Context: an optimization exercise on an open-source flow, tuned for small area, a short achievable clock period and few clock cycles. The choices shown serve that exercise and are no tape-out recipe. Function was checked by simulation only, so behaviour that the tests miss may differ from the original. No run shown here takes its clock network from TritonCTS; it comes from the design's own scripts or RTL. The clock port is modelled as an ideal driver, which makes a skipped or thinned clock tree look cheaper than it is; a real chip needs a root buffer or a tree. Power and IR drop assume default switching activity.

[constraint.sdc]
create_clock -name core_clock -period 11.0 [get_ports {clk}]
set_input_delay 2.2000 -clock core_clock [delete_from_list [all_inputs] [get_ports {clk}]]
set_output_delay 2.2000 -clock core_clock [all_outputs]
set_load 0.01 [all_outputs]
[design.v]
module linear_layer_with_mem #(
    parameter DATA_WIDTH    = 8,
    parameter W_WIDTH       = 8,
    parameter ACC_WIDTH     = 32,
    parameter ADDR_WIDTH    = 8,
    parameter DATABUS_WIDTH = 32,
    parameter N = 8,
    parameter M = 8
)(
    input  wire clk,
    input  wire rst,
    input  wire start,
    input  wire [ADDR_WIDTH-1:0] activ_base,
    input  wire [ADDR_WIDTH-1:0] weight_base,
    input  wire [ADDR_WIDTH-1:0] bias_base,
    input  wire [ADDR_WIDTH-1:0] output_base,
    output reg mem_w,
    output reg mem_sel,
    output reg done,
    output reg out_valid,
    output wire [ADDR_WIDTH-1:0]    address_bus,
    input  wire [DATABUS_WIDTH-1:0] data_bus_in,
    output wire [DATABUS_WIDTH-1:0] data_bus_out,
    input  wire                     ready
);
    localparam PH_IDLE = 3'b100, PH_ACT = 3'b000, PH_BIAS = 3'b001,
               PH_WGT = 3'b010, PH_OUT = 3'b011, PH_DONE = 3'b111;
    reg [2:0] phase;
    reg [2:0] i, j;        
    reg [1:0] k;           
    reg       busy;        
    reg       rdy_q, rdy_qq, rdy_q3;   
    reg       ov1;
    reg [7:0]  act [0:7];
    reg [8:0]  wq;         
    reg [15:0] bl;         
    reg        pneg;       
    reg        psgn;       
    reg [31:0] r;
    reg [7:0]  address;
    assign address_bus  = address;
    assign data_bus_out = r;
    wire xfer = mem_sel & ready;
    wire [2:0] trip = wq[2:0];
    wire [7:0] a = act[0];
    wire s_neg = trip[2] & ~(trip[1] & trip[0]);
    wire s_one = trip[1] ^ trip[0];
    wire s_two = (trip[2] & ~trip[1] & ~trip[0]) | (~trip[2] & trip[1] & trip[0]);
    wire [9:0] ppx = (({10{s_one}} & {{2{a[7]}}, a}) |
                      ({10{s_two}} & {a[7], a, 1'b0})) ^ {10{s_neg}};
    reg  [15:0] bsh;
    always @* begin
        case (k)
            2'd0: bsh = {{6{ppx[9]}}, ppx};
            2'd1: bsh = {{4{ppx[9]}}, ppx, {2{s_neg}}};
            2'd2: bsh = {{2{ppx[9]}}, ppx, {4{s_neg}}};
            default: bsh = {ppx, {6{s_neg}}};
        endcase
    end
    wire [15:0] bl_n   = busy ? bsh : 16'd0;
    wire        pneg_n = busy & s_neg;
    wire        psgn_n = busy & ppx[9];
    wire [15:0] lsum;
    wire        c16;
    llwm_add16 u_add (.a(r[15:0]), .b(bl), .ci(pneg), .s(lsum), .co(c16));
    wire [15:0] hpm;
    llwm_hi u_hi (.h(r[31:16]), .sgn(psgn), .o(hpm));
    wire [31:0] sum = {r[31:16] ^ (hpm & {16{c16 ^ psgn}}), lsum};
    reg [7:0] nbase;
    always @* begin
        case (phase[1:0])
            2'd0: nbase = activ_base;
            2'd1: nbase = bias_base;
            2'd2: nbase = weight_base;
            default: nbase = output_base;
        endcase
    end
    wire [5:0] off  = {i & {3{phase[1] & ~phase[0]}}, j | (i & {3{phase[0]}})};
    wire [5:0] offg = off & {6{rdy_q3}};
    wire [7:0] addr_n = (phase[2] | rdy_qq) ? nbase : address + {2'd0, offg};
    wire last_w = (phase == PH_WGT) & (j == 3'd7);
    always @(posedge clk or posedge rst) begin
        if (rst) begin
            phase <= PH_IDLE;
            i <= 0; j <= 0; k <= 0;
            busy <= 0; rdy_q <= 0; rdy_qq <= 0; rdy_q3 <= 0;
            mem_sel <= 0; mem_w <= 0;
            done <= 0; out_valid <= 0; ov1 <= 0;
        end else begin
            rdy_q <= xfer;
            rdy_qq <= rdy_q;
            rdy_q3 <= rdy_qq;
            ov1 <= xfer & mem_w;
            out_valid <= (xfer & mem_w) | ov1;
            mem_w <= (phase == PH_OUT);
            if (busy) begin
                k <= k + 2'd1;
                if (k == 2'd3) busy <= 0;
            end
            if (xfer && phase == PH_WGT) busy <= 1;
            if (xfer && phase == PH_OUT && i == 3'd7) done <= 1;
            if (phase == PH_IDLE)
                mem_sel <= start;
            else if (phase != PH_DONE && !done)
                mem_sel <= ~xfer & ~(rdy_q & last_w) & ~(rdy_qq & (phase == PH_OUT));
            else
                mem_sel <= 0;
            case (phase)
                PH_IDLE: if (start) phase <= PH_ACT;
                PH_DONE: ;
                default: if (rdy_q) begin
                    case (phase)
                        PH_ACT: begin
                            j <= j + 3'd1;
                            if (j == 3'd7) phase <= PH_BIAS;
                        end
                        PH_BIAS: phase <= PH_WGT;
                        PH_WGT: begin
                            j <= j + 3'd1;
                            if (j == 3'd7) phase <= PH_OUT;
                        end
                        default: begin
                            i <= i + 3'd1;
                            phase <= (i == 3'd7) ? PH_DONE : PH_BIAS;
                        end
                    endcase
                end
            endcase
        end
    end
    wire rot = busy & (k == 2'd3);
    wire act_ph = (phase == PH_ACT);
    wire act_last = rdy_q & (j == 3'd7);
    integer n;
    always @(posedge clk) begin
        address <= addr_n;
        wq <= busy ? {2'b00, wq[8:2]} : {data_bus_in[7:0], 1'b0};
        bl <= bl_n;
        pneg <= pneg_n;
        psgn <= psgn_n;
        if (act_ph && !act_last)
            act[7] <= data_bus_in[7:0];
        else if (rot)
            act[7] <= act[0];
        if ((act_ph && rdy_q && !act_last) || rot)
            for (n = 0; n < 7; n = n + 1) act[n] <= act[n+1];
        r <= (phase == PH_BIAS && !rdy_q) ? data_bus_in : sum;
    end
endmodule
module llwm_add16 (
    input  wire [15:0] a,
    input  wire [15:0] b,
    input  wire        ci,
    output wire [15:0] s,
    output wire        co
);
    wire [15:0] g0 = a & b;
    wire [15:0] p0 = a ^ b;
    reg  [15:0] G, P;
    integer lv, n;
    always @* begin
        G = g0; P = p0;
        for (lv = 0; lv < 4; lv = lv + 1)
            for (n = 0; n < 16; n = n + 1)
                if ((n % (2 << lv)) == (2 << lv) - 1) begin
                    G[n] = G[n] | (P[n] & G[n - (1 << lv)]);
                    P[n] = P[n] & P[n - (1 << lv)];
                end
        for (lv = 2; lv >= 0; lv = lv - 1)
            for (n = 0; n < 16; n = n + 1)
                if ((n % (2 << lv)) == (1 << lv) - 1 && n >= (2 << lv)) begin
                    G[n] = G[n] | (P[n] & G[n - (1 << lv)]);
                    P[n] = P[n] & P[n - (1 << lv)];
                end
    end
    wire [16:0] c = {G | (P & {16{ci}}), ci};
    assign s  = p0 ^ c[15:0];
    assign co = c[16];
endmodule
module llwm_hi (
    input  wire [15:0] h,
    input  wire        sgn,
    output wire [15:0] o
);
    wire [15:0] t = h ^ {16{sgn}};
    wire [15:0] m;
    assign m[0] = 1'b1;
    genvar gi;
    generate for (gi = 1; gi < 16; gi = gi + 1) begin : pre
        assign m[gi] = m[gi-1] & t[gi-1];
    end endgenerate
    assign o = m;
endmodule
[standard.sh]
#!/bin/bash
# synth_recipe.tcl (not shown) runs the flow's synth.tcl, then flattens the netlist and writes it again
# the make line also repeats each setting of config.mk as NAME=value (left out here)
make -C /OpenROAD-flow-scripts/flow DESIGN_CONFIG=/design/flow/config.mk WORK_HOME=/design/flow/orfs CLKGATE_MAP_FILE= SYNTH_SCRIPT=/design/flow/synth_recipe.tcl "${@:-finish}"
[config.mk]
export PLATFORM = sky130hd
export DESIGN_NAME = linear_layer_with_mem
export DESIGN_NICKNAME = linear_layer_with_mem
export VERILOG_FILES = /design/flow/design.v
export SDC_FILE = /design/flow/constraint.sdc
export NUM_CORES = 8
export LEC_CHECK = 0
export ABC_AREA = 1
export CAP_MARGIN = 20
export CORE_MARGIN = 2
export CORE_UTILIZATION = 65
export SLEW_MARGIN = 20
[flow/mycts.tcl]
# Clock tree built by hand: the clock port drives NR root buffers; each root
# drives its share of NL leaf buffers; each leaf drives the flip-flops of
# one region. Regions come from a size-balanced k-means on the flip-flop
# positions. With NR = 0 the port drives the leaf buffers directly.
proc mycts_kmeans {pts k} {
  set n [llength $pts]
  set cap [expr {int(ceil(double($n) / $k))}]
  set cent {}
  set xs [lsort -real -index 0 $pts]
  for {set c 0} {$c < $k} {incr c} { lappend cent [lindex $xs [expr {int(($c + 0.5) * $n / $k)}]] }
  for {set iter 0} {$iter < 40} {incr iter} {
    # balanced assignment: points in order of their best-distance advantage
    set cand {}
    set idx 0
    foreach p $pts {
      set ds {}
      for {set c 0} {$c < $k} {incr c} {
        set q [lindex $cent $c]
        lappend ds [list $c [expr {abs([lindex $p 0]-[lindex $q 0]) + abs([lindex $p 1]-[lindex $q 1])}]]
      }
      set ds [lsort -real -index 1 $ds]
      set gap [expr {$k > 1 ? [lindex $ds 1 1] - [lindex $ds 0 1] : 0}]
      lappend cand [list $idx $gap $ds]
      incr idx
    }
    set cand [lsort -real -decreasing -index 1 $cand]
    set cnt [lrepeat $k 0]
    set asg [lrepeat $n 0]
    foreach cd $cand {
      foreach d [lindex $cd 2] {
        set c [lindex $d 0]
        if {[lindex $cnt $c] < $cap} {
          lset asg [lindex $cd 0] $c
          lset cnt $c [expr {[lindex $cnt $c] + 1}]
          break
        }
      }
    }
    set newc {}
    for {set c 0} {$c < $k} {incr c} {
      set xl {}; set yl {}
      foreach p $pts a $asg { if {$a == $c} { lappend xl [lindex $p 0]; lappend yl [lindex $p 1] } }
      if {[llength $xl] > 0} {
        set xl [lsort -real $xl]; set yl [lsort -real $yl]
        set m [expr {[llength $xl] / 2}]
        lappend newc [list [lindex $xl $m] [lindex $yl $m]]
      } else { lappend newc [lindex $cent $c] }
    }
    set cent $newc
  }
  return [list $asg $cent]
}

proc mycts_inst_center {inst} {
  set b [$inst getBBox]
  return [list [expr {([$b xMin]+[$b xMax])/2.0}] [expr {([$b yMin]+[$b yMax])/2.0}]]
}

proc mycts_add_buf {block master name innet x y} {
  set inst [odb::dbInst_create $block $master $name]
  set net [odb::dbNet_create $block "${name}_net"]
  $net setSigType CLOCK
  [$inst findITerm A] connect $innet
  set out [$inst findITerm X]
  if {$out eq "NULL"} { set out [$inst findITerm Y] }
  $out connect $net
  # place with the cell centred on (x, y)
  set w [[$inst getMaster] getWidth]
  set h [[$inst getMaster] getHeight]
  $inst setLocation [expr {int($x - $w/2)}] [expr {int($y - $h/2)}]
  $inst setPlacementStatus PLACED
  return [list $inst $net]
}

proc my_cts {nr nl root_master leaf_master {clkname clk}} {
  set db [ord::get_db]
  set block [ord::get_db_block]
  set rm [$db findMaster $root_master]
  set lm [$db findMaster $leaf_master]
  set clknet [$block findNet $clkname]
  set sinks {}
  set pts {}
  foreach it [$clknet getITerms] {
    set inst [$it getInst]
    if {[[$inst getMaster] isSequential]} {
      lappend sinks $it
      lappend pts [mycts_inst_center $inst]
    }
  }
  lassign [mycts_kmeans $pts $nl] asg cent
  # roots
  set rootnets {}
  set rasg {}
  if {$nr > 0} {
    lassign [mycts_kmeans $cent $nr] rasg rcent
    for {set r 0} {$r < $nr} {incr r} {
      set q [lindex $rcent $r]
      lassign [mycts_add_buf $block $rm "mycts_root_$r" $clknet [lindex $q 0] [lindex $q 1]] inst net
      lappend rootnets $net
    }
  }
  for {set c 0} {$c < $nl} {incr c} {
    set q [lindex $cent $c]
    set innet $clknet
    if {$nr > 0} { set innet [lindex $rootnets [lindex $rasg $c]] }
    lassign [mycts_add_buf $block $lm "mycts_leaf_$c" $innet [lindex $q 0] [lindex $q 1]] inst net
    set cnt 0
    foreach it $sinks a $asg { if {$a == $c} { $it disconnect; $it connect $net; incr cnt } }
    puts "mycts: leaf $c at $q drives $cnt flip-flops"
  }
}

# Called from the patched cts.tcl in place of clock_tree_synthesis.
proc my_cts_auto {} {
  my_cts $::env(MYCTS_NR) $::env(MYCTS_NL) $::env(MYCTS_ROOT) $::env(MYCTS_LEAF)
}
[flow/knobs.txt]
BUFFER_PORTS_ARGS=-buffer_cell sky130_fd_sc_hd__buf_1
SETUP_SLACK_MARGIN=8.05
SKIP_BUFFER_REMOVAL=1
MYCTS_NR=4
MYCTS_NL=8
MYCTS_ROOT=sky130_fd_sc_hd__clkinv_8
MYCTS_LEAF=sky130_fd_sc_hd__clkinv_8
[flow/run.sh]
#!/bin/bash
# Own layout flow: the standard ORFS flow (standard.sh; the synthesis is
# the standard one, run first on its own), with
#  - the make settings listed in flow/knobs.txt (one per line, @WORK@ stands
#    for the work folder): small port buffers and timing repair aimed past the
#    clock period;
#  - the clock tree built by flow/mycts.tcl instead of TritonCTS: the clock
#    port drives a few root cells, each driving some of the leaf cells, each
#    leaf driving the flip-flops of one region; every flip-flop has the same
#    cells on its clock path (two inverters: the clock keeps its polarity).
#    Only that call in a copy of ORFS's cts.tcl is changed.
# Each tool's full output goes to its ORFS log under orfs/logs/; make's own
# output goes to flow_make_*.log in the work folder.
set -euo pipefail
args=()
while IFS= read -r line; do
  [[ -z "$line" || "$line" == \#* ]] && continue
  args+=("${line//@WORK@/$PWD}")
done < flow/knobs.txt
bash standard.sh "${args[@]}" synth > flow_make_synth.log 2>&1
rm -rf myscripts
cp -r "$FLOW_HOME/scripts" myscripts
python3 - <<'PY'
p = 'myscripts/cts.tcl'
s = open(p).read()
old = 'log_cmd clock_tree_synthesis {*}$cts_args'
assert s.count(old) == 1
s = s.replace(old, 'source $::env(MYCTS_TCL)\nmy_cts_auto')
open(p, 'w').write(s)
PY
bash standard.sh "${args[@]}" "SCRIPTS_DIR=$PWD/myscripts" "MYCTS_TCL=$PWD/flow/mycts.tcl" finish > flow_make_finish.log 2>&1
# every port keeps its own buffer
FINAL_ODB=orfs/results/$FLOW_PLATFORM/linear_layer_with_mem/base/6_final.odb openroad -no_init -exit flow/check_ports.tcl > flow_check_ports.log 2>&1
[flow/check_ports.tcl]
# Fail unless every signal port but the clock connects to exactly one cell,
# a buffer (as the standard flow leaves them).
read_db $::env(FINAL_ODB)
set block [ord::get_db_block]
set bad {}
foreach bt [$block getBTerms] {
  set net [$bt getNet]
  if {[$net getSigType] eq "POWER" || [$net getSigType] eq "GROUND"} { continue }
  if {[$bt getName] eq "clk"} { continue }
  set its [$net getITerms]
  set ok [expr {[llength $its] == 1}]
  foreach it $its {
    if {![string match "*buf*" [[[$it getInst] getMaster] getName]]} { set ok 0 }
  }
  if {!$ok} { lappend bad [$bt getName] }
}
if {[llength $bad] > 0} {
  puts "check_ports: ports without their own buffer: $bad"
  exit 1
}
puts "check_ports: every port has its own buffer"
==> results of run 1 <==
-- cells in the final DEF, fill, tap and decap left out, types with 5 or more instances in the layout --
cell type / instances
nand2_1: 235
nor2_1: 42
o22ai_1: 14
inv_1: 100
o211ai_1: 9
ha_1: 31
dfrtp_1: 19
clkinv_8: 12
inv_2: 6
a21oi_1: 20
nand2_2: 5
dfxtp_2: 8
xnor2_1: 7
edfxtp_1: 64
o21ai_0: 56
nand3_1: 56
buf_1: 110
nand4_1: 7
xor2_1: 14
nor2_2: 5
dfxtp_1: 58
-- state kept, by name (all words and copies together) (netlist names), 2 cells and up --
signal	count
act	64
r	32
bl	15
wq	9
address	8
i	3
j	3
phase	3
k	2
-- cell usage after synthesis (all sizes together) (3+ instances only) --
cell / count
dfxtp: 66
ha: 31
edfxtp: 64
a21o: 4
xor2: 14
buf: 11
nand2: 240
o21ai: 60
a31oi: 3
nor3: 4
o21bai: 3
inv: 106
dfrtp: 19
o211ai: 9
nor2: 51
o22ai: 14
clkbuf: 9
xnor2: 7
a21oi: 20
nand4: 7
nand3: 59
-- report_power, final --
part	switching (uW)	leakage, uW	internal, uW
clock	199	0.0000827	49.3
combinational	47.6	0.00201	31.0
sequential	10.2	0.00116	590
-- layout make-up --
| cell class | instances | share of cell area |
|---|---|---|
| inverter | 119 | 0.0756 |
| multi-input combinational | 544 | 0.371 |
| timing repair buffer | 113 | 0.0553 |
| sequential | 150 | 0.476 |
| tap | 140 | 0.0222 |
-- metrics by stage --
stage          cells  worst slack (ps)   util  total power [uW]
2_1_floorplan    821              8220      -               660
3_3_place_gp    1054              7980  0.707               687
3_5_place_dp    1054              7900  0.707               690
4_1_cts         1066              8060  0.726               879
5_1_grt         1066              8050  0.728               966
6_report        1066              8080  0.728               926
-- worst reg2reg max path: stages (launching register included) --
cell and delay, ps:
dfrtp_1 560, nor2_4 330, nand3_2 320, nand2_1 430, o21a_2 210, buf_6 390
-- cell families after synthesis --
group / synth area share
buffers and inverters: 0.0754
multiplexers: 0.00313
AND/OR/NAND/NOR: 0.217
flip-flops: 0.520
AO/OA/AOI/OAI: 0.0998
XOR/XNOR: 0.0255
adder cells (fa/ha/maj): 0.0594
-- metal layers --
metal | track usage | wire [um] | share of wire | vias up
li1 | - | - | - | 2908
met4 | 0.0515 | 278 | 0.018 | 0
met1 | 0.343 | 6830 | 0.44 | 2708
met2 | 0.453 | 7520 | 0.49 | 208
met5 | 0 | 0 | 0 | -
met3 | 0.0209 | 814 | 0.053 | 22
-- worst max path at each step --
stage / startpoint / end / slack (ps)
2_1_floorplan: start / phase[1] / 8220
3_3_place_gp: phase[0] / act[5][4] / 7980
3_5_place_dp: phase[0] / act[5][3] / 7900
4_1_cts: start / phase[1] / 8060
5_1_grt: r[27] / data_bus_out[27] / 8050
6_report: r[0] / data_bus_out[0] / 8080
==> run notes, run 1 <==
outcome=timing/DRC/antenna clean; Cell Rows=38; Antenna Cells=0; main flop type after synthesis=dfxtp_1; maximum fanout along the worst path=3; Req. time, crit path=roughly 9000 ps; Vias=approximately 6000; Post-Syn Instances=approximately 820; CP Cell Sequence=buf_1; synthesized area per cell=slightly below 9 um^2; EDFF count, synth=64; Final Hold Fails=0; pwr/cell area=about 120 nW/um^2; DRT Pass-1 Iters=6; Fin Clk Skew=approximately 22 ps; routed vias/inst=5.48; peak supply drop=0.000109 V; routability cong.=between 0.9 and 1; sequential-to-total area share from yosys stat=0.520; crit path max-delay cell type=dfxtp_1; RSZ-0062 raised after global routing=false; Total Negative Setup Slacks=0 ps; Worst-Margin Slew=roughly 870 ps; part of the cycle the worst path needs=0.266; Die W=approximately 110 um; Crit path max-delay family=flip-flops; Synth area leader=edfxtp_1; Crit path largest cell delay=about 400 ps; First DRT Iteration DRCs=460; DRC=0; Stages on worst setup path=1; antenna violation net count after detailed routing=0; share of layout cells above drive strength 1=0.0648; Startpoint Class=flop; Hold Crit Depth=0; Worst EP arrival=slightly above 700 ps; maximum clock frequency=342 MHz; core area=between 10000 and 15000 um^2; FF/Latch Area=roughly 3800 um^2; worst min path class=flop to flop; pin count of the biggest net entering global routing=57; FILL cells=859; Slew headroom=0.418; Seq cells post-synth=150; routed len/inst=approximately 14 um; Synth async-reset ratio=0.133; Crit Path Category=flop to output pin; routed wire length=around 15 mm; Worst-path clk slew=about 80 ps; max capacitance violation total=0; Area contributors post-synth=edfxtp_1 (27%), dfxtp_1 (18%), nand2_1 (12%), dfrtp_1 (6.6%), ha_1 (5.4%); Setup crit end kind=output pin; Gates resized, CTS repair=2; PortBufs=between 100 and 150; FF-to-FF End=act[3][5]; total setup buffers inserted after CTS=0; synthesized area=7200 um^2; Total GRT Usage=0.254; syn_nets=922; first-pass GRT wire length=24.1 mm; initial antenna violation count=0; vias in the first global route=roughly 5300; IO Count=112; Chip Height=roughly 110 um; Clock Latency Late Sink=150 ps; die area=~12000 um^2; post-synth top area share=0.267; HP Start=rdy_qq; total global routing overflow=0; Cell variety after synth=48; crit path buf inv count=1; initial core utilization=0.664; Area after DPL=7670 um^2; CTS Hold Bufs=0; Worst Reg2Reg Path Length in Cells=5; Pleak=between 0.003 and 0.004 uW; HPWL Detailed=around 11 mm; Ys Warns=3; fin nets=around 1000; fin crit period=about 3000 ps; Slew Limit Fails=0; RR Startpoint=phase[0]; area of the multi-input gates=slightly below 3000 um^2; final setup violation count=0; reg2reg setup slack=roughly 8400 ps; Hold EP=rdy_q3; synthesis-to-finish area growth=9.61%; design area=slightly below 8000 um^2; Final Hold Slack=394 ps
Testbench counts, summed over its fixed seeds: cycles 85,824.
==> run 2, diff against run 1 <==
--- a/design.v
+++ b/design.v
@@ -28,13 +28,12 @@
     reg [2:0] phase;
     reg [2:0] i, j;        
-    reg [1:0] k;           
-    reg       busy;        
+    reg [3:0] st;          
+    wire      busy = |st;
     reg       rdy_q, rdy_qq, rdy_q3;   
-    reg       ov1;
     reg [7:0]  act [0:7];
     reg [8:0]  wq;         
     reg [15:0] bl;         
     reg        pneg;       
-    reg        psgn;       
+    wire       psgn = bl[15];   
     reg [31:0] r;
     reg [7:0]  address;
@@ -51,14 +50,11 @@
     reg  [15:0] bsh;
     always @* begin
-        case (k)
-            2'd0: bsh = {{6{ppx[9]}}, ppx};
-            2'd1: bsh = {{4{ppx[9]}}, ppx, {2{s_neg}}};
-            2'd2: bsh = {{2{ppx[9]}}, ppx, {4{s_neg}}};
-            default: bsh = {ppx, {6{s_neg}}};
-        endcase
+        bsh = ({16{st[0]}} & {{6{ppx[9]}}, ppx}) |
+              ({16{st[1]}} & {{4{ppx[9]}}, ppx, {2{s_neg}}}) |
+              ({16{st[2]}} & {{2{ppx[9]}}, ppx, {4{s_neg}}}) |
+              ({16{st[3]}} & {ppx, {6{s_neg}}});
     end
     wire [15:0] bl_n   = busy ? bsh : 16'd0;
     wire        pneg_n = busy & s_neg;
-    wire        psgn_n = busy & ppx[9];
     wire [15:0] lsum;
     wire        c16;
@@ -79,55 +75,50 @@
     wire [5:0] offg = off & {6{rdy_q3}};
     wire [7:0] addr_n = (phase[2] | rdy_qq) ? nbase : address + {2'd0, offg};
+    wire stopped = phase[2];
+    wire [1:0] region = phase[1:0];
     wire last_w = (phase == PH_WGT) & (j == 3'd7);
     always @(posedge clk or posedge rst) begin
         if (rst) begin
             phase <= PH_IDLE;
-            i <= 0; j <= 0; k <= 0;
-            busy <= 0; rdy_q <= 0; rdy_qq <= 0; rdy_q3 <= 0;
+            i <= 0; j <= 0; st <= 0;
+            rdy_q <= 0; rdy_qq <= 0; rdy_q3 <= 0;
             mem_sel <= 0; mem_w <= 0;
-            done <= 0; out_valid <= 0; ov1 <= 0;
+            done <= 0; out_valid <= 0;
         end else begin
             rdy_q <= xfer;
             rdy_qq <= rdy_q;
             rdy_q3 <= rdy_qq;
-            ov1 <= xfer & mem_w;
-            out_valid <= (xfer & mem_w) | ov1;
+            out_valid <= mem_w & (xfer | rdy_q);
             mem_w <= (phase == PH_OUT);
-            if (busy) begin
-                k <= k + 2'd1;
-                if (k == 2'd3) busy <= 0;
+            st <= {st[2:0], xfer & (phase == PH_WGT)};
+            if (xfer && phase == PH_OUT && i == 3'd7) done <= 1;
+            if (stopped)
+                mem_sel <= (region == 2'd0) & start;
+            else
+                mem_sel <= ~xfer & ~done & ~(rdy_q & last_w) & ~(rdy_qq & (region == 2'd3));
+            if (stopped) begin
+                if (region == 2'd0 && start) phase[2] <= 1'b0;
+            end else if (rdy_q && region == 2'd3 && i == 3'd7)
+                phase[2] <= 1'b1;
+            if (!stopped && rdy_q) begin
+                case (region)
+                    2'd0: begin
+                        j <= j + 3'd1;
+                        if (j == 3'd7) phase[1:0] <= 2'd1;
+                    end
+                    2'd1: phase[1:0] <= 2'd2;
+                    2'd2: begin
+                        j <= j + 3'd1;
+                        if (j == 3'd7) phase[1:0] <= 2'd3;
+                    end
+                    default: begin
+                        i <= i + 3'd1;
+                        if (i != 3'd7) phase[1:0] <= 2'd1;
+                    end
+                endcase
             end
-            if (xfer && phase == PH_WGT) busy <= 1;
-            if (xfer && phase == PH_OUT && i == 3'd7) done <= 1;
-            if (phase == PH_IDLE)
-                mem_sel <= start;
-            else if (phase != PH_DONE && !done)
-                mem_sel <= ~xfer & ~(rdy_q & last_w) & ~(rdy_qq & (phase == PH_OUT));
-            else
-                mem_sel <= 0;
-            case (phase)
-                PH_IDLE: if (start) phase <= PH_ACT;
-                PH_DONE: ;
-                default: if (rdy_q) begin
-                    case (phase)
-                        PH_ACT: begin
-                            j <= j + 3'd1;
-                            if (j == 3'd7) phase <= PH_BIAS;
-                        end
-                        PH_BIAS: phase <= PH_WGT;
-                        PH_WGT: begin
-                            j <= j + 3'd1;
-                            if (j == 3'd7) phase <= PH_OUT;
-                        end
-                        default: begin
-                            i <= i + 3'd1;
-                            phase <= (i == 3'd7) ? PH_DONE : PH_BIAS;
-                        end
-                    endcase
-                end
-            endcase
         end
     end
-    wire rot = busy & (k == 2'd3);
+    wire rot = st[3];
     wire act_ph = (phase == PH_ACT);
     wire act_last = rdy_q & (j == 3'd7);
@@ -138,5 +129,4 @@
         bl <= bl_n;
         pneg <= pneg_n;
-        psgn <= psgn_n;
         if (act_ph && !act_last)
             act[7] <= data_bus_in[7:0];
==> flow/knobs.txt (replaced) <==
BUFFER_PORTS_ARGS=-buffer_cell sky130_fd_sc_hd__buf_1
SETUP_SLACK_MARGIN=8.08
SKIP_BUFFER_REMOVAL=1
MYCTS_NR=4
MYCTS_NL=8
MYCTS_ROOT=sky130_fd_sc_hd__clkinv_8
MYCTS_LEAF=sky130_fd_sc_hd__clkinv_8
--- a/config.mk
+++ b/config.mk
@@ -11,2 +11,3 @@
 export CORE_UTILIZATION = 65
 export SLEW_MARGIN = 20
+export TNS_END_PERCENT = 5
==> run 2 against run 1 <==
Still clean. Maximum frequency fell by 0.61%. Critical path depth did not move. Die area fell by 2.3%. Worst hold slack improved by 11 ps. Setup slack got worse by 18 ps. Sequential power rose by 65%. Clock power fell by 3%. Via count fell by 4.2%. First-iteration DRC count rose by 4.1%. Largest power group is now combinational cells. Highest routed layer unchanged.
==> run notes, run 2 <==
crit path buf inv count=1 (unchanged); area share of and/or/nand/nor cells after synthesis=0.202 (-0.0149); placed cell count=1011 (-4.1%); most frequent cells in the layout=nand2_1 (209), buf_1 (111), inv_1 (95); most flop-heavy register=act; RSZ-0062 raised after global routing=true; max capacitance violation total=0 (unchanged); Antenna Cells=0 (unchanged); HPWL Detailed=10.6 mm (-4.8%); Post-synth top cells=nand2_1 (209), inv_1 (95), dfxtp_1 (65), edfxtp_1 (64), o21ai_0 (50); synthesized area=7030 um^2 (-2.3%); core area=10400 um^2 (-3.9%); P_int=1260 uW (+88%); Die W=108 um (-1.1%); Synth Area in Compound Gates=0.114 (+0.0140); worst min path class=flop to flop; synthesized area per cell=9.01 um^2 (+2.8%); Largest regs=act x64, r x32, bl x15; max reg flops=64 (unchanged); post-route setup slack=8060 ps (-17.9 ps); Worst-path clk slew=80 ps (about the same); Crit path max-delay family=flip-flops; met1 WL=6.36 mm (-7.0%); Crit path largest cell delay=430 ps (+20 ps); synthesis-to-finish area growth=10.3%; Comb pwr share=0.458 (+0.373); Synth area leader=edfxtp_1; Fin Clk Skew=16.3 ps (-6.14 ps); Slew headroom=0.448 (+0.0304); syn_nets=882 (-4.3%); outcome=timing/DRC/antenna clean; maximum clock frequency=340 MHz (-0.61%); reg2reg setup slack=8320 ps (-50 ps); initial core utilization=0.675 (+0.0108); pwr/cell area=292 nW/um^2 (+150%); antenna violation net count after detailed routing=0 (unchanged); DRC=0 (unchanged); part of the cycle the worst path needs=0.267 (+0.00163); total setup buffers inserted after CTS=0 (unchanged); top-count cell post-synth=nand2_1; fin crit period=2940 ps (+17.9 ps); share of layout cells above drive strength 1=0.0598 (-0.00504); sw power=1010 uW (+290%); Crit Path Category=flop to output pin; Post-Syn Instances=780 (-5.0%); First DRT Iteration DRCs=479 (+4.1%); routed len/inst=14.1 um (-2.4%); Seq cells post-synth=149 (-0.67%); main flop type after synthesis=dfxtp_1; fin cells=1023 (-4.0%); routed wire length=14.5 mm (-6.4%); routability cong.=0.836 (-8.3%); Synth async-reset ratio=0.134 (+0.000895); die area=11700 um^2 (-2.3%); initial antenna violation count=0 (unchanged); Startpoint Class=flop; post-synth top area share=0.273 (+0.00641); Total GRT Usage=0.247 (-0.00743); maximum fanout along the worst path=5 (+2); synthesized-area fraction occupied by xor and xnor cells=0.0224 (-0.00312); final setup violation count=0 (unchanged); design area=7750 um^2 (-1.7%); DRT Pass-1 Iters=5 (-1); Chip Height=108 um (-1.1%); first-pass GRT wire length=23.5 mm (-2.6%); main combinational cell family by area after synthesis=simple AND/OR/NAND/NOR gates; Cell Rows=37 (-2.6%); DR top layer=met4; Worst-Margin Slew=825 ps (-45.4 ps); fin nets=991 (-3.7%); pin count of the biggest net entering global routing=57 (unchanged); pre-CTS setup slack=8140 ps (+237 ps); Worst EP arrival=740 ps (+20 ps); Cell variety after synth=49 (+2.1%); Clock Latency Late Sink=140 ps (about the same); CP Cell Sequence=buf_1; Vias=5598 (-4.2%); Area contributors post-synth=edfxtp_1 (27%), dfxtp_1 (19%), nand2_1 (11%), dfrtp_1 (6.8%), ha_1 (5.7%); Slew Limit Fails=0 (unchanged); Pleak=0.00339 uW (+4.1%); most common cell after layout, fill and taps aside=nand2_1; Post-Synth Adder-Cell Area=0.0626 (+0.00321); EDFF count, synth=64 (unchanged); Ys Warns=3 (unchanged); multiplexer share of the synthesized area=0.00160 (-0.00153); peak supply drop=0.000200 V (+83%); IO Count=112 (unchanged); Total Negative Setup Slacks=0 ps (unchanged); met2 WL=6.92 mm (-8.0%); Clock power frac=0.106 (-0.162); routed vias/inst=5.47 (-0.22%); vias in the first global route=5178 (-2.0%); Area after DPL=7550 um^2 (-1.5%); sequential-to-total area share from yosys stat=0.530 (+0.00965); Final Hold Fails=0 (unchanged); PortBufs=111 (unchanged); crit path max-delay cell type=dfxtp_1; Sw Share=0.445 (+0.168); total global routing overflow=0 (unchanged); Setup crit end kind=output pin; Seq pwr share=0.435 (-0.213); Req. time, crit path=8800 ps (about the same); met3 routed WL=887 um (+9.0%)
==> run 2: routing by layer <==
metal / vias to the layer above / track usage
li1: 2802 / -
met1: 2566 / 0.340
met2: 204 / 0.428
met3: 26 / 0.0247
met4: 0 / 0.0540
met5: - / 0
==> run 2: repair_timing <==
| item | 4_1_cts | 5_1_grt |
|---|---|---|
| setup endpoints to repair | 0 | 74 |
| hold buffers | 0 | 0 |
| resized for setup | 0 | 1 |
==> run 2: worst paths after layout <==
path | startpoint | depth (start not counted) | endpoint
setup / recovery | r[17] | 1 | data_bus_out[17]
hold / removal | act[1][2] | 0 | act[0][2]
setup reg to reg | phase[0] | 5 | act[6][6]
hold reg to reg | act[1][2] | 0 | act[0][2]
max in group asynchronous | rst | 2 | mem_w
min in group asynchronous | rst | 2 | j[1]
==> run 2: power groups by stage <==
stage,clock network [uW],registers (uW),logic (uW)
CTS,188,1000,1030
global route,268,1010,1180
detailed placement,0,995,1030
floorplan,0,993,752
finish,241,987,1040
global placement,0,985,981
==> run 2: per-stage QoR <==
step / hold slack [ps] / power [uW] / utilization
after floorplan: 375 / 1740 / -
after global placement: 401 / 1970 / 0.725
after detailed placement: 405 / 2020 / 0.725
after CTS: 405 / 2220 / 0.744
after global routing: 417 / 2460 / 0.744
final: 405 / 2270 / 0.744
==> run 2: final cells by class <==
type / count / area, um^2
sequential: 149 / 3720
multi-input combinational: 512 / 2850
tap: 136 / 170
timing repair buffer: 114 / 439
inverter: 112 / 571
fill: 796 / 2660
==> run 2: kinds of logic (layout without fill, tap and decap cells) <==
| group | Yosys count | in the layout |
|---|---|---|
| AOI/OAI and AO/OA | 134 | 134 |
| adders and majority gates | 34 | 34 |
| muxes | 1 | 1 |
| DFF | 149 | 149 |
| xor gates and xnor gates | 18 | 18 |
| buffers and inverters | 119 | 226 |
| and+or+nand+nor | 325 | 325 |
Testbench counts of run 2, summed over its fixed seeds: cycles 85,824.
==> run 3, diff against run 2 <==
==> flow/knobs.txt (replaced) <==
BUFFER_PORTS_ARGS=-buffer_cell sky130_fd_sc_hd__buf_1
SETUP_SLACK_MARGIN=8.15
SKIP_BUFFER_REMOVAL=1
MYCTS_NR=4
MYCTS_NL=8
MYCTS_ROOT=sky130_fd_sc_hd__clkinv_8
MYCTS_LEAF=sky130_fd_sc_hd__clkinv_8
==> run 3 against run 2 <==
Register-to-register slack hardly changed. Combinational power about the same. Total power is 0.91% higher. Synthesized area is the same. Critical path depth unchanged. Clock skew shrank 1.4 ps. Final cell count rose by 0.29%. Routed wire length rose by 0.24%. Worst hold slack improved by 1.5 ps. Maximum frequency grew 0.74%. Sequential power about the same. First-iteration DRC count up 3.5%. Largest power group unchanged.
==> run notes, run 3 <==
outcome=timing/DRC/antenna clean; Post-Synth Adder-Cell Area=0.0626 (unchanged); final setup violation count=0 (unchanged); maximum fanout along the worst path=5 (unchanged); Worst-Margin Slew=836 ps (+10.6 ps); most common cell after layout, fill and taps aside=nand2_1; core area=10400 um^2 (unchanged); FILL cells=794 (-0.25%); Final Hold Fails=0 (unchanged); Area contributors post-synth=edfxtp_1 (27%), dfxtp_1 (19%), nand2_1 (11%), dfrtp_1 (6.8%), ha_1 (5.7%); fin cells=1026 (+0.29%); EDFF count, synth=64 (unchanged); first-pass GRT wire length=23.5 mm (about the same); design area=7810 um^2 (+0.73%); most flop-heavy register=act; multiplexer share of the synthesized area=0.00160 (unchanged); Synth Area in Compound Gates=0.114 (unchanged); share of layout cells above drive strength 1=0.0775 (+0.0178); Worst EP arrival=720 ps (-20 ps); Total GRT Usage=0.247 (+0.000391); DRC=0 (unchanged); DR top layer=met4; maximum clock frequency=343 MHz (+0.74%); Cell variety after synth=49 (unchanged); HP Start=act[1][2]; Slew Limit Fails=0 (unchanged); Startpoint Class=flop; RR Startpoint=phase[0]; DRT Pass-1 Iters=5 (unchanged); Die W=108 um (unchanged); pwr/cell area=293 nW/um^2 (+0.19%); area share of and/or/nand/nor cells after synthesis=0.202 (unchanged); Total Negative Setup Slacks=0 ps (unchanged); RSZ-0062 raised after global routing=true; top-count cell post-synth=nand2_1; Largest regs=act x64, r x32, bl x15; initial core utilization=0.675 (unchanged); Post-Syn Instances=780 (unchanged); Ys Warns=3 (unchanged); Clock Latency Late Sink=140 ps (about the same); synthesized-area fraction occupied by xor and xnor cells=0.0224 (unchanged); synthesis-to-finish area growth=11.1%; synthesized area=7030 um^2 (unchanged); fin nets=994 (+0.30%); routed vias/inst=5.42 (-0.92%); initial antenna violation count=0 (unchanged); post-synth top area share=0.273 (unchanged); main flop type after synthesis=dfxtp_1; Req. time, crit path=8800 ps (about the same); Setup crit end kind=output pin; PortBufs=111 (unchanged); synthesized area per cell=9.01 um^2 (unchanged); vias in the first global route=5180 (+0.039%); Crit path largest cell delay=400 ps (-30 ps); routed wire length=14.5 mm (+0.24%); met1 WL=6.53 mm (+2.8%); IO Count=112 (unchanged); max reg flops=64 (unchanged); Crit path max-delay family=flip-flops; routability cong.=0.836 (unchanged); FF/Latch Area=3740 um^2 (+0.44%); Final Hold Slack=406 ps (+1.52 ps); pin count of the biggest net entering global routing=57 (unchanged); Crit Path Category=flop to output pin; Antenna Cells=0 (unchanged); part of the cycle the worst path needs=0.265 (-0.00195); Slew headroom=0.441 (-0.00707); placed cell count=1011 (unchanged); Post-synth top cells=nand2_1 (209), inv_1 (95), dfxtp_1 (65), edfxtp_1 (64), o21ai_0 (50); met3 routed WL=781 um (-12%); CP Cell Sequence=buf_1; Area after DPL=7550 um^2 (unchanged); Pleak=0.00342 uW (+0.97%); Seq cells post-synth=149 (unchanged); antenna violation net count after detailed routing=0 (unchanged); Chip Height=108 um (unchanged); max capacitance violation total=0 (unchanged); total global routing overflow=0 (unchanged); Worst-path clk slew=80 ps (about the same); met2 WL=6.96 mm (+0.56%); sequential-to-total area share from yosys stat=0.530 (unchanged); die area=11700 um^2 (unchanged); worst min path class=flop to flop; main combinational cell family by area after synthesis=simple AND/OR/NAND/NOR gates; Fin Clk Skew=14.9 ps (-1.39 ps); HPWL Detailed=10.6 mm (unchanged); most frequent cells in the layout=nand2_1 (209), buf_1 (106), inv_1 (95); peak supply drop=0.000200 V (+0.19%); routed len/inst=14.1 um (about the same); Vias=5563 (-0.63%); area of the multi-input gates=2850 um^2 (about the same); CP Launch Point=r[29]; fin crit period=2920 ps (-21.5 ps); Synth async-reset ratio=0.134 (unchanged); syn_nets=882 (unchanged); crit path buf inv count=1 (unchanged); First DRT Iteration DRCs=496 (+3.5%); crit path max-delay cell type=dfxtp_1; Synth area leader=edfxtp_1; Cell Rows=37 (unchanged)
run 3: repair_timing:
| action | in CTS | in global routing |
|---|---|---|
| resized for setup | 1 | 20 |
| setup endpoints to repair | 55 | 100 |
| setup buffers | 0 | 3 |
| hold buffers | 0 | 0 |
run 3: worst reg2reg max path, stage by stage (launching register included):
cell	delay (ps)
dfrtp_1	450
inv_1	160
ha_1	500
nand3_2	400
o21ai_4	220
buf_4	560
run 3: worst paths after layout:
path,endpoint,slack (ps),cells after the start
worst max register to register,act[6][6],8310,5
worst min-delay path,act[0][2],410,0
worst max-delay path,data_bus_out[29],8080,1
min in group asynchronous,phase[0],2150,2
max in group asynchronous,mem_w,8380,2
worst min register to register,act[0][2],410,0
run 3: kinds of logic after synthesis:
logic type               after synthesis
AND/OR/NAND/NOR                      325
flip-flops                           149
AO/OA/AOI/OAI                        134
buffers and inverters                119
adder cells (fa/ha/maj)               34
XOR/XNOR                              18
multiplexers                           1
run 3: through the flow:
stage / setup WS, ps / util / total power (uW)
detailed placement: 8140 / 0.725 / 2020
global placement: 8160 / 0.725 / 1970
floorplan: 8340 / - / 1740
CTS: 8150 / 0.744 / 2220
finish: 8080 / 0.750 / 2290
global route: 8050 / 0.750 / 2480
run 3: power breakdown:
group          total (uW)  switching [uW]  internal (uW)
Sequential            989             133            855
Clock                 242             192           49.2
Combinational        1060             686            370
run 3: final cells by class:
class	count	share of cell area
sequential	149	0.479
multi-input combinational	512	0.365
inverter	112	0.0731
timing repair buffer	117	0.0610
tap	136	0.0218
run 3: per-layer routing:
metal  track usage  vias up
met5             0        -
met4        0.0549        0
met3        0.0253       20
met2         0.429      169
met1         0.340     2567
li1              -     2807
==> run 4, diff against run 3 <==
==> flow/knobs.txt (replaced) <==
BUFFER_PORTS_ARGS=-buffer_cell sky130_fd_sc_hd__buf_1
SETUP_SLACK_MARGIN=8.03
SKIP_BUFFER_REMOVAL=1
MYCTS_NR=4
MYCTS_NL=8
MYCTS_ROOT=sky130_fd_sc_hd__clkinv_8
MYCTS_LEAF=sky130_fd_sc_hd__clkinv_8
--- a/config.mk
+++ b/config.mk
@@ -11,3 +11,2 @@
 export CORE_UTILIZATION = 65
 export SLEW_MARGIN = 20
-export TNS_END_PERCENT = 5
==> run 4 against run 3 <==
Global-route usage is essentially flat. Maximum frequency down 0.81%. Cell area is 0.69% lower. Critical path type unchanged. Via count rose by 0.41%. Synthesized area is the same. Register-to-register slack hardly changed. Sequential cell count stayed put. Core utilization shrank 0.52 points. Critical path depth unchanged. Clock power hardly changed.
==> run notes, run 4 <==
Fin Clk Skew=16.3 ps (+1.40 ps); Largest regs=act x64, r x32, bl x15; HPWL Detailed=10.6 mm (unchanged); Synth area leader=edfxtp_1; peak supply drop=0.000200 V (-0.19%); EDFF count, synth=64 (unchanged); Cell variety after synth=49 (unchanged); routability cong.=0.836 (unchanged); Startpoint Class=flop; final setup violation count=0 (unchanged); pwr/cell area=292 nW/um^2 (-0.17%); Pwr Total=2270 uW (-0.86%); Worst-path clk slew=80 ps (about the same); max reg flops=64 (unchanged); synthesis-to-finish area growth=10.3%; most flop-heavy register=act; IO Count=112 (unchanged); DRC=0 (unchanged); routed wire length=14.5 mm (-0.12%); RSZ-0062 raised after global routing=false; Clock Latency Late Sink=140 ps (about the same); Seq cells post-synth=149 (unchanged); synthesized area=7030 um^2 (unchanged); main flop type after synthesis=dfxtp_1; vias in the first global route=5178 (-0.039%); First DRT Iteration DRCs=471 (-5.0%); Total Negative Setup Slacks=0 ps (unchanged); Crit path max-delay family=flip-flops; fin crit period=2940 ps (+23.8 ps); routed len/inst=14.2 um (+0.18%); antenna violation net count after detailed routing=0 (unchanged); fin nets=991 (-0.30%); Req. time, crit path=8800 ps (about the same); most frequent cells in the layout=nand2_1 (209), buf_1 (111), inv_1 (95); outcome=timing/DRC/antenna clean; Post-synth top cells=nand2_1 (209), inv_1 (95), dfxtp_1 (65), edfxtp_1 (64), o21ai_0 (50); Vias=5586 (+0.41%); Worst EP arrival=740 ps (+20 ps); PortBufs=111 (unchanged); top-count cell post-synth=nand2_1; DRT Pass-1 Iters=7 (+2); total setup buffers inserted after CTS=0 (unchanged); Total GRT Usage=0.247 (-0.000391); crit path buf inv count=1 (unchanged); Post-Syn Instances=780 (unchanged); Ys Warns=3 (unchanged); post-synth top area share=0.273 (unchanged); max capacitance violation total=0 (unchanged); share of layout cells above drive strength 1=0.0620 (-0.0155); worst min path class=flop to flop; first-pass GRT wire length=23.5 mm (about the same); syn_nets=882 (unchanged); sequential-to-total area share from yosys stat=0.530 (unchanged); pin count of the biggest net entering global routing=57 (unchanged); Pleak=0.00339 uW (-0.95%); Final Hold Slack=405 ps (-1.53 ps); maximum fanout along the worst path=5 (unchanged); synthesized area per cell=9.01 um^2 (unchanged); maximum clock frequency=340 MHz (-0.81%); die area=11700 um^2 (unchanged); Worst-Margin Slew=803 ps (-32.9 ps); Setup crit end kind=output pin; part of the cycle the worst path needs=0.267 (+0.00217); Die W=108 um (unchanged); placed cell count=1011 (unchanged); Slew Limit Fails=0 (unchanged); total global routing overflow=0 (unchanged); Final Hold Fails=0 (unchanged); core area=10400 um^2 (unchanged); Area contributors post-synth=edfxtp_1 (27%), dfxtp_1 (19%), nand2_1 (11%), dfrtp_1 (6.8%), ha_1 (5.7%); initial core utilization=0.675 (unchanged); Synth async-reset ratio=0.134 (unchanged); most common cell after layout, fill and taps aside=nand2_1; Cell Rows=37 (unchanged); Crit path largest cell delay=430 ps (+30 ps); Crit Path Category=flop to output pin; CP Cell Sequence=buf_1; initial antenna violation count=0 (unchanged); routed vias/inst=5.46 (+0.71%); fin cells=1023 (-0.29%); crit path max-delay cell type=dfxtp_1; CTS Hold Bufs=0 (unchanged); Slew headroom=0.463 (+0.0220); Chip Height=108 um (unchanged); Antenna Cells=0 (unchanged)
## run 4: cell counts after synthesis
Identical to the previous run, type by type.
## run 4: report_power, final
part | total, uW | internal (uW) | switching (uW)
Sequential | 988 | 851 | 136
Combinational | 1040 | 358 | 680
Clock | 241 | 49.2 | 192
Total | 2270 | 1260 | 1010
## run 4: path summary, 6_finish.rpt
path / start / endpoint / slack [ps] / cells after the start
worst max-delay path: r[17] / data_bus_out[17] / 8060 / 1
worst min-delay path: act[1][2] / act[0][2] / 400 / 0
worst max register to register: phase[0] / act[6][6] / 8320 / 5
worst min register to register: act[1][2] / act[0][2] / 400 / 0
max in group asynchronous: rst / mem_w / 8370 / 2
min in group asynchronous: rst / j[1] / 2150 / 2
## run 4: final cells by class
class	count	area (um^2)
multi-input combinational	512	2850
tap	136	170
inverter	112	571
timing repair buffer	114	439
sequential	149	3730
fill	795	2660
## run 4: what timing repair did
action	4_1_cts	5_1_grt
hold endpoints to repair	0	0
resized for setup	0	3
setup endpoints to repair	0	58
## run 4: layer usage
metal  track usage  routed length (um)
met1         0.340                6370
met2         0.428                6960
met3        0.0247                 854
met4        0.0540                 289
met5             0                   0
## run 4: cell families (layout without fill, tap and decap cells)
logic type / Yosys count / in the layout / synth area share
simple gates: 325 / 325 / 0.202
flops: 149 / 149 / 0.530
xor+xnor: 18 / 18 / 0.0224
compound gates: 134 / 134 / 0.114
mux: 1 / 1 / 0.00160
fa+ha+maj: 34 / 34 / 0.0626
buf+inv: 119 / 226 / 0.0682
## run 4: stage by stage
step	instance area [um^2]	util	setup slack (ps)
3_3_place_gp	7550	0.725	8160
5_1_grt	7760	0.745	8030
2_1_floorplan	7040	-	8340
3_5_place_dp	7550	0.725	8140
6_report	7760	0.745	8060
4_1_cts	7750	0.744	8140
## run 4: worst register-to-register path, stage by stage (launching register included)
cell,delay [ps]
dfrtp_1,450
inv_1,150
ha_1,490
nand3_2,400
o21ai_4,220
buf_4,560
==> run 5, diff against run 4 <==
==> flow/knobs.txt (replaced) <==
BUFFER_PORTS_ARGS=-buffer_cell sky130_fd_sc_hd__buf_1
SETUP_SLACK_MARGIN=8.08
SKIP_BUFFER_REMOVAL=1
MYCTS_NR=4
MYCTS_NL=8
MYCTS_ROOT=sky130_fd_sc_hd__clkinv_8
MYCTS_LEAF=sky130_fd_sc_hd__clkinv_8
--- a/config.mk
+++ b/config.mk
@@ -6,5 +6,4 @@
 export NUM_CORES = 8
 export LEC_CHECK = 0
-export ABC_AREA = 1
 export CAP_MARGIN = 20
 export CORE_MARGIN = 2
==> run 5 against run 4 <==
Sequential cell count unchanged. Still clean on timing, DRC and antenna. Largest power group unchanged. Critical path depth increased by 6. Largest cell class unchanged. Highest routed layer unchanged. Sequential share of layout area increased by 1.1 points. Maximum frequency decreased by 4.2%. First-iteration DRC count decreased by 37%. Setup slack got worse by 130 ps. Clock skew increased by 11 ps. Total power decreased by 0.64%.
==> run notes, run 5 <==
outcome=timing/DRC/antenna clean; Hold EP=act[2][7]; Startpoint Class=input pin; Worst-path clk slew=80 ps (about the same); Setup crit end kind=flop; CP Cell Sequence=buf_1, a222oi_1, nand2_1, o21ai_1, nor2_1, a31oi_1, o211ai_1; peak supply drop=0.000156 V (-22%); Vias=4988 (-11%); Final Hold Slack=417 ps (+12.1 ps); most flop-heavy register=act; Crit path max-delay family=compound AO/OA/AOI/OAI gates; antenna violation net count after detailed routing=0 (unchanged); Cell Rows=37 (unchanged); top-count cell post-synth=dfxtp_1; pwr/cell area=294 nW/um^2 (+0.72%); Slew Limit Fails=0 (unchanged); synthesis-to-finish area growth=11.7%; Pleak=0.00297 uW (-12%); IO Count=112 (unchanged); worst min path class=flop to flop; syn_nets=711 (-19%); FF-to-FF End=r[25]; share of layout cells above drive strength 1=0.106 (+0.0444); HPWL Detailed=9.72 mm (-8.0%); initial core utilization=0.666 (-0.00853); RR Startpoint=r[2]; final setup violation count=0 (unchanged); Req. time, crit path=11020 ps (+2220 ps); initial antenna violation count=0 (unchanged); First DRT Iteration DRCs=299 (-37%); crit path max-delay cell type=a222oi_1; crit path buf inv count=1 (unchanged); Post-synth top cells=dfxtp_1 (65), edfxtp_1 (64), nand2_1 (62), nor2_1 (40), ha_1 (32); maximum clock frequency=326 MHz (-4.2%); placed cell count=838 (-17%); PortBufs=111 (unchanged); Clock Latency Late Sink=150 ps (about the same); fin cells=850 (-17%); synthesized area per cell=11.2 um^2 (+25%); routed wire length=13.6 mm (-6.4%); Area contributors post-synth=edfxtp_1 (28%), dfxtp_1 (19%), dfrtp_1 (6.9%), ha_1 (5.8%), nand2_1 (3.4%); Post-Syn Instances=609 (-22%); die area=11400 um^2 (-2.5%); HP Start=act[3][7]; Hold Crit Depth=0 (unchanged); Total GRT Usage=0.234 (-0.0129); Die W=107 um (-1.2%); sequential-to-total area share from yosys stat=0.544 (+0.0140); Total Negative Setup Slacks=0 ps (unchanged); Crit path largest cell delay=310 ps (-120 ps); fin crit period=3070 ps (+128 ps); vias in the first global route=4713 (-9.0%); most frequent cells in the layout=buf_1 (102), edfxtp_1 (64), nand2_1 (62); Slew headroom=0.352 (-0.111); Antenna Cells=0 (unchanged); maximum fanout along the worst path=1 (-4); Fin Clk Skew=27.8 ps (+11.5 ps); part of the cycle the worst path needs=0.279 (+0.0116); Synth area leader=edfxtp_1; total global routing overflow=0 (unchanged); final core utilization=0.744 (about the same); pin count of the biggest net entering global routing=57 (unchanged); synthesized area=6850 um^2 (-2.6%); routed len/inst=15.9 um (+13%); Worst EP arrival=3090 ps (+2350 ps); Crit Path Category=input pin to flop; Seq cells post-synth=149 (unchanged); Worst-Margin Slew=964 ps (+161 ps); RSZ-0062 raised after global routing=true; Chip Height=107 um (-1.2%); Largest regs=act x64, r x32, bl x15; Worst Reg2Reg Path Length in Cells=8 (+3); DRC=0 (unchanged); Cell variety after synth=61 (+24%); max capacitance violation total=0 (unchanged); first-pass GRT wire length=21.9 mm (-6.8%); fin nets=818 (-17%); reg2reg setup slack=8300 ps (-20 ps); EDFF count, synth=64 (unchanged); post-synth top area share=0.281 (+0.00724); Area after DPL=7390 um^2 (-2.2%); max reg flops=64 (unchanged); Final Hold Fails=0 (unchanged); most common cell after layout, fill and taps aside=buf_1; Synth async-reset ratio=0.134 (unchanged); core area=10300 um^2 (-1.3%); DRT Pass-1 Iters=5 (-2); routability cong.=0.819 (-2.0%); Ys Warns=3 (unchanged); main flop type after synthesis=dfxtp_1; design area=7650 um^2 (-1.4%); routed vias/inst=5.87 (+7.5%)
## run 5: cell types whose count changed after synthesis, sizes merged, moves of 9 or more
cell / change
a21o: +14
a222oi: +9
a22oi: +18
inv: -82
mux2: +20
mux2i: +11
nand2: -154
nand2b: +10
nand3: -45
nor2b: +9
o21ai: -32
o22ai: -10
xnor2: +16
## run 5: worst max-delay path by stage
stage | start | end | slack (ps) | cells past startpoint
2_1_floorplan | weight_base[7] | address[7] | 7990 | 6
3_3_place_gp | weight_base[7] | address[7] | 7800 | 7
3_5_place_dp | weight_base[7] | address[7] | 7770 | 7
4_1_cts | weight_base[7] | address[7] | 7770 | 7
5_1_grt | weight_base[7] | address[7] | 7850 | 7
6_report | weight_base[7] | address[7] | 7930 | 7
## run 5: layer usage
| layer | part of all wire | vias up | track usage |
|---|---|---|---|
| li1 | - | 2445 | - |
| met5 | 0 | - | 0 |
| met4 | 0.019 | 0 | 0.0455 |
| met2 | 0.48 | 159 | 0.404 |
| met3 | 0.047 | 22 | 0.0182 |
| met1 | 0.45 | 2362 | 0.330 |
## run 5: per-stage QoR
stage	worst slack, ps	power, uW
4_1_cts	7770	2200
5_1_grt	7850	2430
6_report	7930	2250
3_3_place_gp	7800	1940
3_5_place_dp	7770	1990
2_1_floorplan	7990	1720
## run 5: cells by family (layout without fill, tap and decap cells)
family,after synthesis,count (layout),share of synthesized area
buf+inv,38,143,0.0212
compound gates,144,144,0.146
xor+xnor,33,33,0.0422
simple gates,179,179,0.130
fa+ha+maj,34,34,0.0643
flops,149,149,0.544
mux,32,32,0.0524
## run 5: worst register-to-register path, delay by kind of cell (launching register included)
kind	cells	cell delay, ps
AOI/OAI and AO/OA	5	1250
muxes	1	410
and+or+nand+nor	1	300
adders and majority gates	1	340
DFF	1	310
## run 5: area by class of cell
cell class | count | area [um^2]
inverters | 30 | 263
fillers | 725 | 2630
flip-flops and latches | 149 | 3760
well taps | 136 | 170
repair buffers | 113 | 447
multi-input cells | 422 | 3010
## run 5: repair_timing
item	4_1_cts	5_1_grt
hold buffers	0	0
setup endpoints to repair	9	85
buffers inserted	0	0
pin swaps	13	2
gates resized for setup	1	33
## run 5: where the power goes
part	leakage, uW	internal (uW)	switching [uW]	total [uW]
registers	0.00140	844	158	1000
clock network	0.0000827	49.0	192	241
logic	0.00149	428	581	1010
==> run 6, diff against run 5 <==
--- a/config.mk
+++ b/config.mk
@@ -6,6 +6,7 @@
 export NUM_CORES = 8
 export LEC_CHECK = 0
+export ABC_AREA = 1
 export CAP_MARGIN = 20
 export CORE_MARGIN = 2
-export CORE_UTILIZATION = 65
+export CORE_UTILIZATION = 50
 export SLEW_MARGIN = 20
==> run 6 against run 5 <==
Final cell count up 25%. Die area up 32%. Core utilization down 18 points. Total power up 1.2%. Sequential cell count unchanged. First-iteration DRC count up 45%. Clock power up 4%. Combinational power about the same. Routed wire length up 11%. Setup slack better by 180 ps. Sequential power about the same. Critical path type is now flop to output pin. Critical endpoint is now data_bus_out[25]. Largest power group unchanged.
==> run notes, run 6 <==
outcome=timing/DRC/antenna clean; Hold Crit Depth=0 (unchanged); peak supply drop=0.000154 V (-1.1%); synthesized area per cell=9.01 um^2 (-20%); core area=13800 um^2 (+35%); Vias=5494 (+10%); Cell Rows=43 (+16%); Worst Reg2Reg Path Length in Cells=8 (unchanged); fin cells=1066 (+25%); DRT Pass-1 Iters=5 (unchanged); Total GRT Usage=0.196 (-0.0381); routed vias/inst=5.15 (-12%); initial core utilization=0.508 (-0.158); Cell variety after synth=49 (-20%); share of layout cells above drive strength 1=0.0892 (-0.0173); vias in the first global route=5068 (+7.5%); Total Negative Setup Slacks=0 ps (unchanged); synthesized-area fraction occupied by xor and xnor cells=0.0224 (-0.0198); Slew headroom=0.321 (-0.0311); EDFF count, synth=64 (unchanged); synthesis-to-finish area growth=11.5%; Area contributors post-synth=edfxtp_1 (27%), dfxtp_1 (19%), nand2_1 (11%), dfrtp_1 (6.8%), ha_1 (5.7%); first-pass GRT wire length=23.9 mm (+9.3%); total global routing overflow=0 (unchanged); Crit path largest cell delay=390 ps (+80 ps); most frequent cells in the layout=nand2_1 (209), buf_1 (96), inv_1 (95); main combinational cell family by area after synthesis=simple AND/OR/NAND/NOR gates; initial antenna violation count=0 (unchanged); part of the cycle the worst path needs=0.262 (-0.0166); final core utilization=0.567 (-0.177); placed cell count=1054 (+26%); Req. time, crit path=8800 ps (-2220 ps); antenna violation net count after detailed routing=0 (unchanged); Startpoint Class=flop; Worst EP arrival=690 ps (-2400 ps); max reg flops=64 (unchanged); First DRT Iteration DRCs=433 (+45%); crit path max-delay cell type=dfxtp_2; crit path buf inv count=1 (unchanged); HPWL Detailed=10.9 mm (+12%); Largest regs=act x64, r x32, bl x15; Worst-path clk slew=80 ps (about the same); Slew Limit Fails=0 (unchanged); RSZ-0062 raised after global routing=true; fin nets=990 (+21%); routability cong.=0.881 (+7.6%); Post-synth top cells=nand2_1 (209), inv_1 (95), dfxtp_1 (65), edfxtp_1 (64), o21ai_0 (50); maximum fanout along the worst path=6 (+5); post-route setup slack=8110 ps (+183 ps); RR Startpoint=phase[1]; CP Cell Sequence=buf_1; area share of and/or/nand/nor cells after synthesis=0.202 (+0.0718); Pleak=0.00344 uW (+16%); pwr/cell area=291 nW/um^2 (-1.2%); fin crit period=2890 ps (-183 ps); top-count cell post-synth=nand2_1; die area=15000 um^2 (+32%); most flop-heavy register=act; DRC=0 (unchanged); CP Launch Point=r[25]; Crit path max-delay family=flip-flops; IO Count=112 (unchanged); worst min path class=flop to flop; Synth area leader=edfxtp_1; CTS Hold Bufs=0 (unchanged); Post-Syn Instances=780 (+28%); most common cell after layout, fill and taps aside=nand2_1; HP Start=act[2][7]; PortBufs=111 (unchanged); Die W=123 um (+15%); sequential-to-total area share from yosys stat=0.530 (-0.0140); Chip Height=123 um (+15%); syn_nets=882 (+24%); Seq cells post-synth=149 (unchanged); Fin Clk Skew=22.0 ps (-5.79 ps); Clock Latency Late Sink=150 ps (about the same); Crit Path Category=flop to output pin; Hold EP=act[1][7]; Synth Area in Compound Gates=0.114 (-0.0324); routed wire length=15.0 mm (+11%); pre-CTS setup slack=8130 ps (+360 ps); Antenna Cells=0 (unchanged); Synth async-reset ratio=0.134 (unchanged); synthesized area=7030 um^2 (+2.6%); reg2reg setup slack=8270 ps (-30 ps); FF-to-FF End=r[5]; maximum clock frequency=346 MHz (+6.3%); Final Hold Fails=0 (unchanged); multiplexer share of the synthesized area=0.00160 (-0.0508); Setup crit end kind=output pin; final setup violation count=0 (unchanged); max capacitance violation total=0 (unchanged); main flop type after synthesis=dfxtp_1; routed len/inst=14.1 um (-12%); pin count of the biggest net entering global routing=57 (unchanged); Post-Synth Adder-Cell Area=0.0626 (-0.00166); Ys Warns=3 (unchanged); Worst-Margin Slew=1020 ps (+53.6 ps); post-synth top area share=0.273 (-0.00724)
run 6: cell families after synthesis:
logic type,Yosys count
compound gates,134
xor+xnor,18
fa+ha+maj,34
buf+inv,119
flops,149
mux,1
simple gates,325
run 6: worst max path at each step:
| stage | to | slack, ps | depth (start not counted) |
|---|---|---|---|
| final | data_bus_out[25] | 8110 | 1 |
| after global routing | r[5] | 8080 | 8 |
| after CTS | act[7][1] | 8130 | 3 |
| after detailed placement | act[1][0] | 8130 | 5 |
| after global placement | act[7][1] | 8050 | 3 |
| after floorplan | address[1] | 8340 | 4 |
run 6: cell type report:
class,count,area [um^2]
Multi-Input combinational cell,512,2850
Tap cell,180,225
Inverter,112,571
Fill cell,1249,5990
Sequential cell,149,3740
Timing Repair Buffer,113,454
run 6: per-layer routing:
metal | wire length, um | vias to the layer above | track usage
met4 | 199 | 0 | 0.0273
met1 | 6920 | 2519 | 0.274
li1 | - | 2798 | -
met2 | 7050 | 157 | 0.338
met3 | 856 | 20 | 0.0209
met5 | 0 | - | 0
run 6: power by group:
group	switching [uW]	internal, uW	total [uW]
Combinational	671	361	1030
Clock	201	49.5	250
Sequential	142	856	997
Total	1010	1270	2280
run 6: through the flow:
| stage | power [uW] | hold WS, ps | cell area [um^2] |
|---|---|---|---|
| 6_report | 2280 | 418 | 7840 |
| 5_1_grt | 2490 | 419 | 7840 |
| 4_1_cts | 2220 | 405 | 7800 |
| 3_5_place_dp | 2020 | 393 | 7600 |
| 3_3_place_gp | 1980 | 402 | 7600 |
| 2_1_floorplan | 1740 | 375 | 7040 |
run 6: timing repair:
action | 4_1_cts | 5_1_grt
gates resized for setup | 0 | 30
setup endpoints to repair | 0 | 77
buffers inserted | 0 | 0
==> run 7, diff against run 6 <==
--- a/config.mk
+++ b/config.mk
@@ -9,4 +9,4 @@
 export CAP_MARGIN = 20
 export CORE_MARGIN = 2
-export CORE_UTILIZATION = 50
+export CORE_UTILIZATION = 80
 export SLEW_MARGIN = 20
==> run 7 against run 6 <==
Sequential share of layout area rose by 0.51 points. Worst hold slack got worse by 7.2 ps. Largest cell class unchanged. Synthesized area did not move. Synthesized cell count did not move. Clock skew fell by 4.6 ps. Global-route usage rose by 18 points. Highest routed layer unchanged. Sequential cell count did not move. Critical endpoint unchanged. Cell area fell by 1.2%.
==> run notes, run 7 <==
die area=9550 um^2 (-36%); Worst-Margin Slew=898 ps (-120 ps); CTS Hold Bufs=0 (unchanged); maximum clock frequency=344 MHz (-0.56%); Slew Limit Fails=0 (unchanged); DRT Pass-1 Iters=6 (+1); most frequent cells in the layout=nand2_1 (209), buf_1 (106), inv_1 (94); main flop type after synthesis=dfxtp_1; most flop-heavy register=act; synthesis-to-finish area growth=10.2%; P_int=1270 uW (+0.19%); antenna violation net count after detailed routing=0 (unchanged); total setup buffers inserted after CTS=0 (unchanged); pin count of the biggest net entering global routing=57 (unchanged); total global routing overflow=0 (unchanged); Area contributors post-synth=edfxtp_1 (27%), dfxtp_1 (19%), nand2_1 (11%), dfrtp_1 (6.8%), ha_1 (5.7%); share of layout cells above drive strength 1=0.0789 (-0.0102); first-pass GRT wire length=28.8 mm (+21%); RR Startpoint=phase[0]; CP Cell Sequence=buf_1; routed vias/inst=6.23 (+21%); Pleak=0.00340 uW (-1.0%); Final Hold Slack=410 ps (-7.18 ps); max capacitance violation total=0 (unchanged); core area=8640 um^2 (-38%); Comb pwr share=0.473 (+0.020); initial core utilization=0.814 (+0.306); Final Hold Fails=0 (unchanged); Req. time, crit path=8800 ps (about the same); routed len/inst=18.4 um (+30%); Antenna Cells=0 (unchanged); fin crit period=2900 ps (+16.3 ps); Hold EP=act[1][3]; pwr/cell area=308 nW/um^2 (+5.9%); IO Count=112 (unchanged); peak supply drop=0.000170 V (+10%); final setup violation count=0 (unchanged); post-route setup slack=8100 ps (-16.3 ps); Synth async-reset ratio=0.134 (unchanged); sw power=1120 uW (+10%); Largest regs=act x64, r x32, bl x15; crit path buf inv count=1 (unchanged); synthesized area=7030 um^2 (unchanged); maximum fanout along the worst path=6 (unchanged); Post-Syn Instances=780 (unchanged); HP Start=act[2][3]; pre-CTS setup slack=8070 ps (-66.7 ps); Total GRT Usage=0.371 (+0.175); Seq pwr share=0.424 (-0.014); RSZ-0062 raised after global routing=true; max reg flops=64 (unchanged); Startpoint Class=flop; Slew headroom=0.399 (+0.0785); DRC=0 (unchanged); Setup crit end kind=output pin; worst min path class=flop to flop; fin nets=991 (+0.10%); crit path max-delay cell type=dfxtp_2; FF-to-FF End=address[7]; most common cell after layout, fill and taps aside=nand2_1; outcome=timing/DRC/antenna clean; Hold Crit Depth=0 (unchanged); Worst Reg2Reg Path Length in Cells=14 (+6); Clock power frac=0.103 (-0.007); top-count cell post-synth=nand2_1; Die W=97.7 um (-20%); Vias=6200 (+13%); routed wire length=18.3 mm (+22%); Ys Warns=3 (unchanged); First DRT Iteration DRCs=558 (+29%); EDFF count, synth=64 (unchanged); reg2reg setup slack=8140 ps (-130 ps); FILL cells=368 (-71%); routability cong.=0.899 (+2.1%); PortBufs=111 (unchanged); syn_nets=882 (unchanged); Worst-path clk slew=80 ps (about the same); Cell variety after synth=49 (unchanged); part of the cycle the worst path needs=0.264 (+0.00148); sequential-to-total area share from yosys stat=0.530 (unchanged); Worst EP arrival=700 ps (about the same); initial antenna violation count=0 (unchanged); Post-synth top cells=nand2_1 (209), inv_1 (95), dfxtp_1 (65), edfxtp_1 (64), o21ai_0 (50); Crit path largest cell delay=390 ps (about the same); Seq cells post-synth=149 (unchanged); Fin Clk Skew=17.4 ps (-4.60 ps); Synth area leader=edfxtp_1; synthesized area per cell=9.01 um^2 (unchanged); Chip Height=97.7 um (-20%); HPWL Detailed=12.8 mm (+18%); Clock Latency Late Sink=140 ps (about the same); post-synth top area share=0.273 (unchanged); Sw Share=0.468 (+0.0236); Crit path max-delay family=flip-flops; Total Negative Setup Slacks=0 ps (unchanged); vias in the first global route=6070 (+20%); Cell Rows=34 (-21%); Crit Path Category=flop to output pin
run 7: cell count changes in the layout (fill, tap and decap cells not counted), sizes merged:
cell / before / now
inv: 100 / 99
clkinvlp: 0 / 2
clkbuf: 15 / 5
buf: 98 / 108
run 7: per-layer routing:
layer	GRT usage	wire, um	vias to the layer above
met2	0.663	9040	488
met4	0.171	1020	0
met1	0.444	6360	2795
met5	0	0	-
met3	0.0587	1850	120
li1	-	-	2797
run 7: power by group through the flow:
stage / combinational, uW / clock, uW / sequential, uW
2_1_floorplan: 752 / 0 / 993
3_3_place_gp: 971 / 0 / 983
3_5_place_dp: 1070 / 0 / 1000
4_1_cts: 1090 / 188 / 1010
5_1_grt: 1230 / 265 / 1030
6_report: 1130 / 246 / 1010
run 7: cells by family (layout without fill, tap and decap cells):
family                     Yosys count  count (layout)  share of synthesized area
and+or+nand+nor                    325             325                      0.202
DFF                                149             149                      0.530
AOI/OAI and AO/OA                  134             134                      0.114
buffers and inverters              119             226                     0.0682
adders and majority gates           34              34                     0.0626
xor gates and xnor gates            18              18                     0.0224
muxes                                1               1                    0.00160
run 7: cell type report:
type | instances | area (um^2) | share of cell area
flip-flops and latches | 149 | 3740 | 0.482
multi-input cells | 512 | 2850 | 0.368
inverters | 112 | 574 | 0.0741
repair buffers | 113 | 442 | 0.0570
well taps | 108 | 135 | 0.0174
repair inverters | 1 | 7.51 | 0.000969
run 7: how the worst max path moves through the flow:
stage	from	end	slack (ps)	cells after the start
final	r[25]	data_bus_out[25]	8100	1
after global routing	phase[0]	address[7]	8020	14
after CTS	weight_base[3]	address[3]	8080	5
after detailed placement	phase[0]	act[4][2]	8070	5
after global placement	data_bus_in[5]	act[7][5]	8190	3
after floorplan	weight_base[1]	address[1]	8340	4
run 7: per-stage QoR:
step                area, um^2  total power, uW  cells   util
detailed placement        7510             2070    982  0.870
floorplan                 7040             1740    780      -
global placement          7510             1950    982  0.870
global route              7750             2530    995  0.897
CTS                       7710             2290    994  0.893
finish                    7750             2390    995  0.897
run 7: what timing repair did:
action | in CTS | in global routing
cloned | 0 | 1
gates resized for setup | 1 | 19
pin swaps | 0 | 0
endpoints found under the setup margin | 56 | 75
